Source: an optimization exercise on an open RTL-to-GDS flow (aim: small area, a short achievable clock period and few clock cycles). Production flows keep margins and buffers that such runs may drop. Only simulation tests tie the RTL to the original design; equivalence was not proved. No activity file was given, so power comes from the tool's default toggle rates.

### run.sh
#!/bin/bash
# synth_recipe.tcl (not shown) runs the flow's synth.tcl, then flattens the netlist and writes it again
# the make line also repeats each setting of config.mk as NAME=value (left out here)
make -C /OpenROAD-flow-scripts/flow DESIGN_CONFIG=/design/flow/config.mk WORK_HOME=/design/flow/orfs CLKGATE_MAP_FILE= SYNTH_SCRIPT=/design/flow/synth_recipe.tcl finish
### config.mk
export PLATFORM = sky130hd
export DESIGN_NAME = cpu
export DESIGN_NICKNAME = cpu
export VERILOG_FILES = /design/flow/design.v
export SDC_FILE = /design/flow/constraint.sdc
export NUM_CORES = 4
export LEC_CHECK = 0
export CAP_MARGIN = 20
export CELL_PAD_IN_SITES_DETAIL_PLACEMENT = 2
export CELL_PAD_IN_SITES_GLOBAL_PLACEMENT = 2
export CORE_MARGIN = 2
export CORE_UTILIZATION = 35
export PLACE_DENSITY = 0.6
export SLEW_MARGIN = 20
### constraint.sdc
create_clock -name core_clock -period 8.0 [get_ports {clk}]
set_input_delay 1.6000 -clock core_clock [delete_from_list [all_inputs] [get_ports {clk}]]
set_output_delay 1.6000 -clock core_clock [all_outputs]
set_load 0.01 [all_outputs]
### design.v
module cpu (input clk, input rst,
            output [31:0] imem_addr, input [31:0] imem_rdata,
            output [31:0] dmem_addr, output [31:0] dmem_wdata,
            output dmem_we, output dmem_re, input [31:0] dmem_rdata);
    reg [31:2] pc;
    reg        x_wr, x_lw, x_sw, x_beq, x_imm, x_sub, x_fa, x_fb;
    reg [4:0]  x_rd;
    reg [31:0] x_a, x_b;
    reg [15:0] x_i;
    reg [31:2] x_tgt;
    reg        m_wr, m_lw, m_sw;
    reg [4:0]  m_rd;
    reg [31:0] m_r, m_sd;
    assign dmem_addr  = m_r;
    assign dmem_wdata = m_sd;
    assign dmem_we    = m_sw;
    assign dmem_re    = m_lw;
    wire [31:0] m_res = m_lw ? dmem_rdata : m_r;
    wire [31:0] a   = x_fa ? m_res : x_a;
    wire [31:0] b   = x_fb ? m_res : x_b;
    wire [31:0] op2 = x_imm ? {{16{x_i[15]}}, x_i} : b;
    wire [31:0] alu = a + (op2 ^ {32{x_sub}}) + {31'd0, x_sub};
    wire taken = x_beq & (a == b);
    wire [31:0] inst = imem_rdata;
    wire [5:0] op = inst[31:26];
    wire [4:0] rs = inst[25:21];
    wire [4:0] rt = inst[20:16];
    wire [4:0] rdf = inst[15:11];
    wire d_R    = (op == 6'h00);
    wire d_addi = (op == 6'h08) | (op == 6'h09);
    wire d_lw   = (op == 6'h23);
    wire d_sw   = (op == 6'h2B);
    wire d_beq  = (op == 6'h04);
    wire d_j    = (op == 6'h02);
    wire d_ubeq = d_beq & (rs == rt);
    wire [4:0] d_rd = d_R ? rdf : (d_addi | d_lw) ? rt : 5'd0;
    wire d_wr = (d_R | d_addi | d_lw) & (d_rd != 5'd0);
    wire [31:2] pc4  = pc + 30'd1;
    wire [31:2] btgt = pc4 + {{14{inst[15]}}, inst[15:0]};
    wire [31:2] jtgt = {4'b0000, inst[25:0]};
    wire [31:0] rsv, rtv;
    regfile rf (.clk(clk), .rst(rst), .ra(rs), .rb(rt), .qa(rsv), .qb(rtv),
                .we(m_wr), .wa(m_rd), .wd(m_res));
    always @(posedge clk or posedge rst) begin
        if (rst) begin
            pc <= 30'd0;
            x_wr <= 1'b0; x_lw <= 1'b0; x_sw <= 1'b0; x_beq <= 1'b0;
            m_wr <= 1'b0; m_lw <= 1'b0; m_sw <= 1'b0;
        end else begin
            if (taken)             pc <= x_tgt;
            else if (d_j)          pc <= jtgt;
            else if (d_ubeq)       pc <= btgt;
            else                   pc <= pc4;
            x_wr  <= ~taken & d_wr;
            x_lw  <= ~taken & d_lw;
            x_sw  <= ~taken & d_sw;
            x_beq <= ~taken & d_beq & ~d_ubeq;
            m_wr  <= x_wr;
            m_lw  <= x_lw;
            m_sw  <= x_sw;
        end
    end
    always @(posedge clk) begin
        x_rd  <= d_rd;
        x_imm <= ~d_R;
        x_sub <= d_R & inst[1];
        x_fa  <= x_wr & (x_rd == rs);
        x_fb  <= x_wr & (x_rd == rt);
        x_a   <= rsv;
        x_b   <= rtv;
        x_i   <= inst[15:0];
        x_tgt <= btgt;
        m_rd  <= x_rd;
        m_r   <= alu;
        m_sd  <= b;
    end
    assign imem_addr = {pc, 2'b00};
endmodule
module regfile (input clk, input rst,
                input [4:0] ra, input [4:0] rb, output [31:0] qa, output [31:0] qb,
                input we, input [4:0] wa, input [31:0] wd);
    reg [31:0] r [1:31];
    reg [31:1] v;
    integer i;
    always @(posedge clk)
        for (i = 1; i < 32; i = i + 1)
            if (we && wa == i) r[i] <= wd;
    always @(posedge clk or posedge rst)
        if (rst) v <= 31'd0;
        else
            for (i = 1; i < 32; i = i + 1)
                if (we && wa == i) v[i] <= 1'b1;
    reg [31:0] oa, ob;
    always @* begin
        oa = 32'd0;
        ob = 32'd0;
        for (i = 1; i < 32; i = i + 1) begin
            oa = oa | ({32{v[i] && ra == i}} & r[i]);
            ob = ob | ({32{v[i] && rb == i}} & r[i]);
        end
    end
    wire hita = we && wa == ra;    
    wire hitb = we && wa == rb;
    assign qa = hita ? wd : oa;
    assign qb = hitb ? wd : ob;
endmodule
==> qor.csv, run 1 <==
stage;metric;value;unit
placement;Buffers on Ports;161;
worst_hold_path;Hold Startpoint;x_lw;
grt;GRT overflow;0;
flow_run;number of max-cap violations;0;
pwr;Worst VDD drop;0.000231;V
clock_tree;CTS resizes;0;
layout;Area Overhead vs Synth;17.7;%
clock_tree;H-tree levels;4;
layout;post-layout instance area;64300;sq um
layout;multi-input combinational cell area;18300;sq um
clock_tree;number of clock sinks;1248;
sta;relative max-transition margin;14.5;%
route;DRT iter0 DRCs;8165;
placement;RePlAce Congestion;0.903;
clock_tree;Clock Root Buffer;clkbuf_16;
worst_setup_path;Worst Setup Path Type;input pin to register;
layout;number of fill cells;15400;
sta;unrepaired setup endpoints after global routing;false;
worst_setup_path;CP endpoint kind;register;
grt;initial antenna violation count;13;
clock_tree;Clock Path Buffers;3;
placement;Post-DP HPWL;176000;um
yosys;synth top area cells;edfxtp_1 (54%), dfxtp_1 (6.9%), a22o_1 (4.8%);
layout;share of post-route cells with drive strength above 1;13.1;%
layout;fin cells;6464;
sta;Min Hold Slack;363;ps
yosys;post-synth top area share;54.5;%
route;Post-Route WL;299000;um
route;met2 wire len;129000;um
route;# DRC;0;
sta;clock skew;40.5;ps
worst_setup_path;CP Max Fanout;33;
yosys;Synth Flop Type;edfxtp_1;
sta;# setup viols final;0;
pwr;Clk pwr share;42.9;%
route;Pre-Repair DR Iteration Count;9;
route;via-per-instance ratio;7.17;
yosys;Mapped Area;54700;sq um
sta;Final period util;73.1;%
clock_tree;post-CTS setup buffer count;0;
die;CORE AREA;156000;sq um
die;Initial Util;35.1;%
yosys;Distinct cells, synth;80;
pwr;Comb power frac;10.0;%
die;I/O Pins;164;
pwr;Pint;11600;uW
sta;setup TNS;0;ps
route;Met3 Wirelength;35700;um
clock_tree;CTS tree;built;
yosys;EDFF count, synth;992;
pwr;P_leak;0.0222;uW
yosys;Mapped Cells;4115;
yosys;Yosys Warn Count;3;
clock_tree;Reg clk slew, reported paths;60;ps
sta;post-route minimum period;5850;ps
pwr;power per cell area;243;nW/um^2
sta;Slew Limit Fails;0;
yosys;register area share after synthesis;64.5;%
die;die area;159000;sq um
yosys;top cell type by total area after synthesis;edfxtp_1;
route;WL per Instance;46.2;um
route;Top Metal Used;met5;
route;M1 WL;115000;um
pwr;sw frac;25.6;%
grt;GRT Util Overall;36.7;%
layout;nets;4405;
placement;Placed Cells;6181;
worst_setup_path;startpoint types;input pin;
die;Die X;399;um
worst_setup_path;Critical Path AT;6520;ps
pwr;Flop pwr share;47.1;%
sta;final hold vios;0;
grt;first-pass GRT wire length;399000;um
grt;maximum number of pins on one net before global-route repair;63;
sta;Worst-Margin Slew;1270;ps
sta;maximum clock frequency;171;MHz
worst_setup_path;worst setup path startpoint;dmem_rdata[21];
route;Detail Route Antenna Nets;0;
worst_setup_path;FF-to-FF Start;m_lw;
yosys;syn_area_per_cell;13.3;sq um
yosys;register bit count reported by yosys;1248;
layout;sequential cell area;35300;sq um
clock_tree;CTS buffer count;145;
route;via count;46300;
placement;Placed Area;59500;sq um
clock_tree;Skew-Pair Late Insertion Delay;810;ps
layout;commonest non-fill, non-tap cell in the layout;edfxtp_1;
die;standard-cell rows;145;
layout;leading cell types in the layout, fill and taps excluded;edfxtp_1 (992), a22oi_1 (306), a22o_1 (300), a221oi_1 (298), dfxtp_1 (185);
pwr;net load switching power;4000;uW
status;status;finished clean;
grt;vias in the first global route;45900;
die;Die Height;399;um
worst_hold_path;worst hold path class;register to register;
yosys;ys async rst share;5.45;%
clock_tree;Post-CTS Hold Buffers;0;
worst_setup_path;Worst EP required;8670;ps
-- synth_stat cells (60+ instances only) --
master,instances
nand3_1,95
inv_1,68
dfrtp_1,68
nand2_1,107
dfxtp_1,188
ha_1,60
a22o_1,300
mux2i_1,65
and3_1,75
nor2_1,190
xnor2_1,118
a221oi_1,298
a21oi_1,153
clkbuf_1,292
a222oi_1,64
edfxtp_1,992
nand4_1,131
a22oi_1,306
-- registers in the layout, summed over array words and instances (netlist names), 5 cells and up --
signal	count
pc	30
m_rd	5
rf.v	31
x_i	16
rf.r	992
x_tgt	30
m_sd	32
x_a	32
x_b	32
x_rd	5
m_r	32
-- area by class of cell --
cell class                      count  area share, %
Inverter                           70          0.410
Clock buffer                      194           6.08
Clock inverter                     75           1.22
Multi-Input combinational cell   2467           28.4
Timing Repair Buffer              345           5.02
Sequential cell                  1248           54.8
Tap cell                         2058           4.00
Antenna cell                        7         0.0272
-- metal layers --
metal	vias up	track usage (%)
met5	-	0
met4	10	20.9
met3	984	10.3
met2	3876	53.9
met1	24300	48.5
li1	17100	-
-- power by group through the flow --
stage,Combinational [uW],Sequential (uW),Clock [uW]
after floorplan,938,7470,0
after global placement,1520,7510,0
after detailed placement,1550,7510,0
after CTS,1560,7370,6750
after global routing,1730,7390,6990
final,1560,7370,6720
-- worst max-delay path: stages --
cell             delay (ps)
clkdlybuf4s50_1         400
mux2i_1                 380
clkinv_1                920
mux2i_1                 680
xor2_1                  320
nand4_1                 160
nor4b_2                 600
and3_1                  840
buf_4                   340
nor2_1                   70
a22o_1                  200
-- kinds of logic after synthesis --
kind of cell | count (synthesis) | share of synthesized area (%)
AO/OA/AOI/OAI | 1332 | 19.1
XOR/XNOR | 174 | 2.79
adder cells (fa/ha/maj) | 62 | 1.45
buffers and inverters | 401 | 2.82
flip-flops | 1248 | 64.5
multiplexers | 87 | 1.66
other | 1 | 0.00686
AND/OR/NAND/NOR | 810 | 7.65
-- per-stage QoR --
step	utilization (%)	worst slack, ps	power [uW]
CTS	41.2	2520	15700
floorplan	-	3320	8410
global placement	38.2	1750	9020
detailed placement	38.2	1730	9060
finish	41.3	2150	15700
global route	41.3	1860	16100
-- path summary, 6_finish.rpt --
path	end	slack [ps]	depth (start not counted)
worst min-delay path	m_lw	360	0
worst max register to register	pc[13]	2180	11
worst min register to register	m_lw	360	0
worst max-delay path	pc[13]	2150	11
min in group asynchronous	rf.v[9]	1160	2
max in group asynchronous	m_lw	5720	3
Testbench counts, summed over its fixed seeds: cycles 46,573.
==> run 2, diff against run 1 <==
--- a/config.mk
+++ b/config.mk
@@ -5,10 +5,12 @@
 export SDC_FILE = /design/flow/constraint.sdc
 export NUM_CORES = 4
 export LEC_CHECK = 0
+export ABC_CLOCK_PERIOD_IN_PS = 3000
 export CAP_MARGIN = 20
 export CELL_PAD_IN_SITES_DETAIL_PLACEMENT = 2
 export CELL_PAD_IN_SITES_GLOBAL_PLACEMENT = 2
 export CORE_MARGIN = 2
 export CORE_UTILIZATION = 35
 export PLACE_DENSITY = 0.6
+export SETUP_SLACK_MARGIN = 4.8
 export SLEW_MARGIN = 20
==> qor.csv, run 2 <==
stage;metric;value;unit
pwr;Worst VDD drop;0.000243;V
die;Initial Util;35.1;%
die;Die X;399;um
yosys;Yosys Warn Count;3;
sta;post-route minimum period;3910;ps
placement;Placed Cells;6194;
layout;fin cells;6975;
route;Pre-Repair DR Iteration Count;9;
clock_tree;CTS tree;built;
grt;initial antenna violation count;20;
worst_setup_path;worst setup path startpoint;dmem_rdata[9];
pwr;power per cell area;227;nW/um^2
yosys;Synth Flop Type;edfxtp_1;
layout;nets;4909;
yosys;Mapped Cells;4115;
sta;setup TNS;0;ps
worst_setup_path;FF-to-FF path depth;17;
placement;RePlAce Congestion;0.913;
die;Die Height;399;um
flow_run;number of max-cap violations;0;
worst_setup_path;Worst Setup Path Type;input pin to register;
die;die area;159000;sq um
worst_setup_path;FF-to-FF Start;m_lw;
sta;clock skew;38.3;ps
die;I/O Pins;164;
sta;final worst setup slack;4090;ps
route;Detail Route Antenna Nets;0;
yosys;top cell type by total area after synthesis;edfxtp_1;
clock_tree;number of clock sinks;1248;
yosys;Synth top cells by count;edfxtp_1 (992), a22oi_1 (306), a22o_1 (300), a221oi_1 (298), clkbuf_1 (292);
clock_tree;Skew-Pair Late Insertion Delay;830;ps
sta;unrepaired setup endpoints after global routing;true;
grt;GRT overflow;0;
sta;maximum clock frequency;256;MHz
grt;maximum number of pins on one net before global-route repair;54;
route;via-per-instance ratio;7.17;
die;CORE AREA;156000;sq um
yosys;Mapped Area;54700;sq um
route;Post-Route WL;338000;um
die;standard-cell rows;145;
placement;Placement Setup Slack;2150;ps
route;DRT iter0 DRCs;9556;
sta;Final period util;48.8;%
clock_tree;Clock Path Buffers;3;
pwr;P_leak;0.0265;uW
layout;Largest register FFs;992;
yosys;register bit count reported by yosys;1248;
clock_tree;Post-CTS Hold Buffers;0;
worst_setup_path;startpoint types;input pin;
worst_setup_path;CP Max Fanout;4;
grt;GRT Util Overall;40.4;%
route;WL per Instance;48.4;um
clock_tree;Clock Root Buffer;clkbuf_16;
layout;Area Overhead vs Synth;34.5;%
layout;Most flops, register;rf.r;
placement;Post-DP HPWL;184000;um
sta;Worst-Margin Slew;1270;ps
clock_tree;Reg clk slew, reported paths;60;ps
worst_setup_path;Worst EP required;8700;ps
sta;relative max-transition margin;15.7;%
route;# DRC;0;
layout;leading cell types in the layout, fill and taps excluded;edfxtp_1 (992), buf_4 (502), a22o_1 (300), a22oi_1 (298), a221oi_1 (197);
status;status;finished clean;
yosys;synth top area cells;edfxtp_1 (54%), dfxtp_1 (6.9%), a22o_1 (4.8%);
grt;vias in the first global route;49500;
clock_tree;H-tree levels;4;
worst_hold_path;Hold Startpoint;x_lw;
route;via count;50000;
worst_setup_path;Critical Path AT;4610;ps
yosys;syn_area_per_cell;13.3;sq um
worst_setup_path;Setup crit end;m_r[21];
worst_setup_path;FF-to-FF End;m_r[29];
clock_tree;CTS buffer count;147;
layout;share of post-route cells with drive strength above 1;32.5;%
worst_hold_path;worst hold path class;register to register;
yosys;EDFF count, synth;992;
sta;# setup viols final;0;
grt;first-pass GRT wire length;437000;um
worst_setup_path;CP endpoint kind;register;
sta;final hold vios;0;
placement;Buffers on Ports;161;
yosys;post-synth top area share;54.5;%
yosys;Distinct cells, synth;80;
yosys;cell with the most instances after synthesis;edfxtp_1;
layout;commonest non-fill, non-tap cell in the layout;edfxtp_1;
sta;Slew Limit Fails;0;
yosys;register area share after synthesis;64.5;%
yosys;ys async rst share;5.45;%
worst_setup_path;FF-to-FF setup slack;4160;ps
-- run 2: cell count changes in the layout (fill, tap and decap cells not counted), sizes merged, moves of 4 or more --
cell | previous run | this run
clkbuf | 195 | 214
dlymetal6s2s | 0 | 15
bufbuf | 0 | 6
dlygate4sd2 | 0 | 91
diode | 7 | 12
clkinv | 61 | 50
clkdlybuf4s50 | 161 | 10
and3 | 75 | 79
clkinvlp | 0 | 4
clkdlybuf4s15 | 0 | 9
buf | 183 | 688
inv | 74 | 85
-- run 2: timing repair --
action | 4_1_cts | 5_1_grt
buffers inserted | 342 | 125
setup endpoints to repair | 238 | 212
resized for setup | 717 | 297
pin swaps | 189 | 166
gates cloned | 19 | 8
-- run 2: logic make-up after synthesis --
group / Yosys count / share of synthesized area, %
buffers and inverters: 401 / 2.82
other: 1 / 0.00686
AND/OR/NAND/NOR: 810 / 7.65
adder cells (fa/ha/maj): 62 / 1.45
XOR/XNOR: 174 / 2.79
flip-flops: 1248 / 64.5
AO/OA/AOI/OAI: 1332 / 19.1
multiplexers: 87 / 1.66
-- run 2: how the worst min path moves through the flow --
stage | cells after the start | to
2_1_floorplan | 0 | m_lw
5_1_grt | 0 | m_lw
3_3_place_gp | 0 | m_lw
3_5_place_dp | 0 | m_lw
6_report | 0 | m_lw
4_1_cts | 0 | m_lw
-- run 2: stage by stage --
| step | instance area (sq um) | power [uW] | hold slack (ps) | utilization, % |
|---|---|---|---|---|
| after global placement | 60700 | 9190 | 348 | 39.0 |
| after detailed placement | 60700 | 9230 | 342 | 39.0 |
| final | 73500 | 16700 | 352 | 47.2 |
| after global routing | 73500 | 17100 | 356 | 47.2 |
| after CTS | 70900 | 16300 | 355 | 45.5 |
| after floorplan | 56800 | 8580 | 331 | - |
-- run 2: area by class of cell --
| cell class | count | area, sq um |
|---|---|---|
| clock buffers | 202 | 4110 |
| fillers | 14700 | 82100 |
| repair inverters | 8 | 55.1 |
| inverters | 70 | 337 |
| multi-input cells | 2475 | 22400 |
| repair buffers | 831 | 8100 |
| clock inverters | 71 | 653 |
| flip-flops and latches | 1248 | 35300 |
| well taps | 2058 | 2570 |
| diodes | 12 | 30.0 |
-- run 2: power breakdown --
group	switching, uW	internal, uW
Clock	2970	3930
Sequential	146	7220
Combinational	1340	1110
-- run 2: worst max-delay path, cell delays in order --
cell      delay [ps]
buf_2            120
mux2i_4          260
a21oi_4          130
mux2i_1          210
xnor2_1          220
ha_2             370
nand2_2           90
o21ai_2           80
a221oi_2         320
nor2_1           100
a211oi_2         260
o41ai_4          140
buf_6            170
a31oi_4          240
buf_4            150
buf_6             80
xnor2_2           50
-- run 2: layer usage --
layer | track usage (%) | up-vias | routed length [um]
met5 | 0 | - | 194
met4 | 25.9 | 20 | 26600
met3 | 14.0 | 1318 | 45000
met2 | 58.4 | 4610 | 143000
met1 | 51.4 | 25900 | 123000
li1 | - | 18200 | -

-- separate check: timing with driven ports --
The results above use ideal ports. As a check the final layouts listed here were re-extracted and re-timed, cells and wires unchanged.
Step 1, drivers: a clkbuf_16 drives clk and a buf_2 each remaining input, both assumed.
Step 2 times the ports against the registers' clock, not the clock port: input delays grow and output delays shrink by t, the midpoint of the rising clock arrivals with the driver on.
Slacks: ideal / step 1 / step 2; pairs: ideal / step 1.
run | t, ns | slack for setup (ns) | worst setup path after step 2
run 1 | 0.877 | 2.153 / 2.182 / 1.335 | input to register
run 2 | 0.908 | 4.093 / 4.142 / 3.234 | input to register
After both steps setup and hold are still met in every run listed. For run 2, which loses most, drivers alone change the setup slack by +0.049 ns; drivers and shift together by -0.859 ns.
